Source: an optimization exercise on an open RTL-to-GDS flow (aim: small area). Production flows keep margins and buffers that such runs may drop. At most, simulation tests tie the RTL to the original design; equivalence was not proved.

Setup of wip/xenon:
==> flow/design.v (excerpt) <==
module cordic_pipelined(clk, z0, xn, yn);
  input clk;
  input signed [12:0] z0;
  output [17:0] xn, yn;
  wire flip_in = (z0[12] && z0 < -13'sh5A0) || (!z0[12] && z0 > 13'sh5A0);
  wire [12:0] zs = flip_in ? (z0[12] ? z0 + 13'hB40 : z0 - 13'hB40) : z0;
  wire d0_c0 = zs[12];
  wire [10:0] z1_c0 = d0_c0 ? zs[10:0] + 11'h2D0 : zs[10:0] - 11'h2D0;
  reg f_r1, d0_r1; reg [10:0] z1_r1;
  always @(posedge clk) begin f_r1 <= flip_in; d0_r1 <= d0_c0; z1_r1 <= z1_c0; end
  wire d1_c1 = z1_r1[10];
  wire [9:0] z2_c1 = d1_c1 ? z1_r1[9:0] + 10'h1A9 : z1_r1[9:0] - 10'h1A9;
  wire d2_c1 = z2_c1[9];
  wire [8:0] z3_c1 = d2_c1 ? z2_c1[8:0] + 9'h0E0 : z2_c1[8:0] - 9'h0E0;
  reg f_r2; reg [2:0] d_r2; reg [8:0] z3_r2;
  always @(posedge clk) begin f_r2 <= f_r1; d_r2 <= {d2_c1, d1_c1, d0_r1}; z3_r2 <= z3_c1; end
  wire d3_c2 = z3_r2[8];
  wire [7:0] z4_c2 = d3_c2 ? z3_r2[7:0] + 8'h72 : z3_r2[7:0] - 8'h72;
  wire d4_c2 = z4_c2[7];
  wire [6:0] z5_c2 = d4_c2 ? z4_c2[6:0] + 7'h39 : z4_c2[6:0] - 7'h39;
  wire d5_c2 = z5_c2[6];
  wire [5:0] z6_c2 = d5_c2 ? z5_c2[5:0] + 6'h1C : z5_c2[5:0] - 6'h1C;
  reg f_r3; reg [5:0] d_r3; reg [5:0] z6_r3;
  ...
Settings: LEC_CHECK=0, CAP_MARGIN=20, CORE_MARGIN=2, CORE_UTILIZATION=40, CTS_BUF_LIST=sky130_fd_sc_hd__clkbuf_4, SLEW_MARGIN=20, SYNTH_HIERARCHICAL=1; clock period 5.0 ns.
run.sh (not shown) runs the stock make flow with config.mk's settings and CLKGATE_MAP_FILE= SYNTH_SCRIPT=/design/flow/synth_recipe.tcl, a recipe that flattens the netlist after the stock synthesis.
Edits applied to the flow inputs when going from wip/xenon to wip/lagoon:
Settings: CTS_BUF_LIST changed from sky130_fd_sc_hd__clkbuf_4 to sky130_fd_sc_hd__clkbuf_2; CTS_CLUSTER_SIZE newly set to 20.
Relative to wip/xenon, the first-pass GRT wire length measured on wip/lagoon has decreased slightly. wip/lagoon against wip/xenon: routed wire length went down; least setup slack across all paths after layout lower; design area decreased about 2.1%. The fraction of met2 tracks used by global routing of wip/xenon and that of wip/lagoon are within noise of each other.
## Diff of input files: wip/harbor against wip/lagoon
Settings: CTS_BUF_LIST: sky130_fd_sc_hd__clkbuf_2 -> unset; CTS_CLUSTER_SIZE: 20 -> unset.
Notes after the runs:
- Summary of the comparison: post-route minimum period is lower in wip/harbor, relative to wip/lagoon.
- Diff wip/lagoon -> wip/harbor: sequential share of layout area moved down, routed wire length shrank by about 1.6%.
- Setup slack in wip/harbor is larger than in wip/lagoon.
No run of this note included a check of the RTL's function; only the layout flow was run.

---

## run A
cordic_pipelined, a different RTL version from the one above (not shown whole).
Size in the first run: about 270 flip-flops, about 15000 um^2 of cells after synthesis.
clock: 5.0 ns
lec_check: 0
cap_margin: 20
core_margin: 2
core_utilization: 60
cts_buf_list: sky130_fd_sc_hd__clkbuf_8
cts_cluster_diameter: 100
cts_cluster_size: 20
slew_margin: 20
synth_hierarchical: 1
standard.sh (not shown) runs the stock make flow with config.mk's settings and CLKGATE_MAP_FILE= SYNTH_SCRIPT=/design/flow/synth_recipe.tcl, a recipe that flattens the netlist after the stock synthesis.
==> flow/flow/run.sh <==
#!/bin/bash
# The standard layout (standard.sh: ORFS synthesis through finish, unchanged),
# except that the input/output port buffers are made from the smallest buffer cell.
cp standard.sh standard_sh.txt
export BUFFER_PORTS_ARGS="-buffer_cell sky130_fd_sc_hd__buf_1"
bash standard.sh > standard.log 2>&1
### run A -> run B
- GPL_TIMING_DRIVEN now 0, previously not set
- CTS_CLUSTER_SIZE now 18, was 20
Results
- Status: hold slack parity (run A, run B)
- Run B ended up with a lower register-to-register slack than run A did.
- Run B: number of buffers added on ports is 1 lower than what run A reported.
- The period utilization number comes out higher for run B vs run A.
- On maximum fanout along the worst path: run B sits below run A.
- Between run A and run B, post-layout worst setup margin is lower for run B, run A comes in above that.
- Relative to run A, the wire length reported by the detailed router measured on run B has increased by more than 10%.
- Going from run A to run B, the utilization was found to have gone up by 2.4 points.
> inputs changed (run B -> run C)
- removing GPL_TIMING_DRIVEN (formerly 0)
- changing CORE_UTILIZATION from 60 to 75
To summarise run C: no stage aborted, but the layout did not pass its checks, failing on setup timing. Diff run B -> run C: share of the clock period used by the worst path after layout moved up; worst path buffer plus inverter count moved down; wire length moved down. On run C: minimum clock period after layout is 0.066 ns higher than what run B gave. met5 as the top metal layer carrying routed signals was reported by run C, and met4 by run B. Run B -> run C: cts-stage hold buffer count delta 0, exact match. Non-filler instance count after layout ended up 108 lower on run C than on run B. Between run C and run B, it is run C whose met1 track demand over resource in global routing is higher, by 6.3 points. Looking at end of the critical path, the ay7_s1_p7 result is from run B; the ay8_s2_p8 one comes from run C.
> inputs changed (run C -> run D)
- CORE_UTILIZATION changed from 75 to 60
--- outcome ---
Run D: all stages complete, timing, DRC and antenna checks passed. Register-to-register slack (higher): run D. Run D has multi-input logic portion of the cell area below what run C had. Sort run C and run D by buffering overhead desc -> top: run D. NOTE: layout overhead on the synthesized area in run D exceeds that of run C. The last element of the critical path comes out yn[17] in one run and ay8_s2_p8 in the other, namely in run D and run C respectively. Relative to run C, total clock buffers created by CTS increased by 1 in run D. Initial core utilization for run D: 15 points down relative to run C. What run D reported for post-DP HPWL has to be multiplied by 1.08 to get the figure for run C. Re met1 routed wirelength after detailed routing: run D is 360 um down on run C. Number of global-route vias before repair shrinks by a few percent when moving from run C to run D.

-- separate check: timing with driven ports --
No port has a modelled driver above. Below, the same layouts with a new extraction and two added sets of constraints.
Step 1 (the two cells are an assumption about what drives the block):
set clk [get_ports {clk}]
set_driving_cell -lib_cell sky130_fd_sc_hd__clkbuf_16 $clk
set_driving_cell -lib_cell sky130_fd_sc_hd__buf_2 [delete_from_list [all_inputs] $clk]
Step 2 times the ports against the registers' clock, not the clock port: input delays grow and output delays shrink by t, the midpoint of the rising clock arrivals with the driver on.
Three values: ideal, step 1, step 2; two values: the first two.
run	t, ns	slack for setup (ns)	hold WS [ns]
wip/xenon	0.749	0.296 / 0.252 / 0.492	0.315 / 0.315 / 0.315
wip/lagoon	0.894	0.211 / 0.168 / 0.475	0.320 / 0.320 / 0.320
wip/harbor	0.551	0.244 / 0.195 / 0.491	0.322 / 0.322 / 0.322
run A	0.566	0.148 / 0.118 / 0.148	0.324 / 0.324 / 0.324
run B	0.573	0.047 / 0.047 / 0.047	0.326 / 0.326 / 0.326
run C	0.567	-0.018 / -0.018 / -0.018	0.333 / 0.333 / 0.333
run D	0.569	0.135 / 0.088 / 0.158	0.321 / 0.321 / 0.321
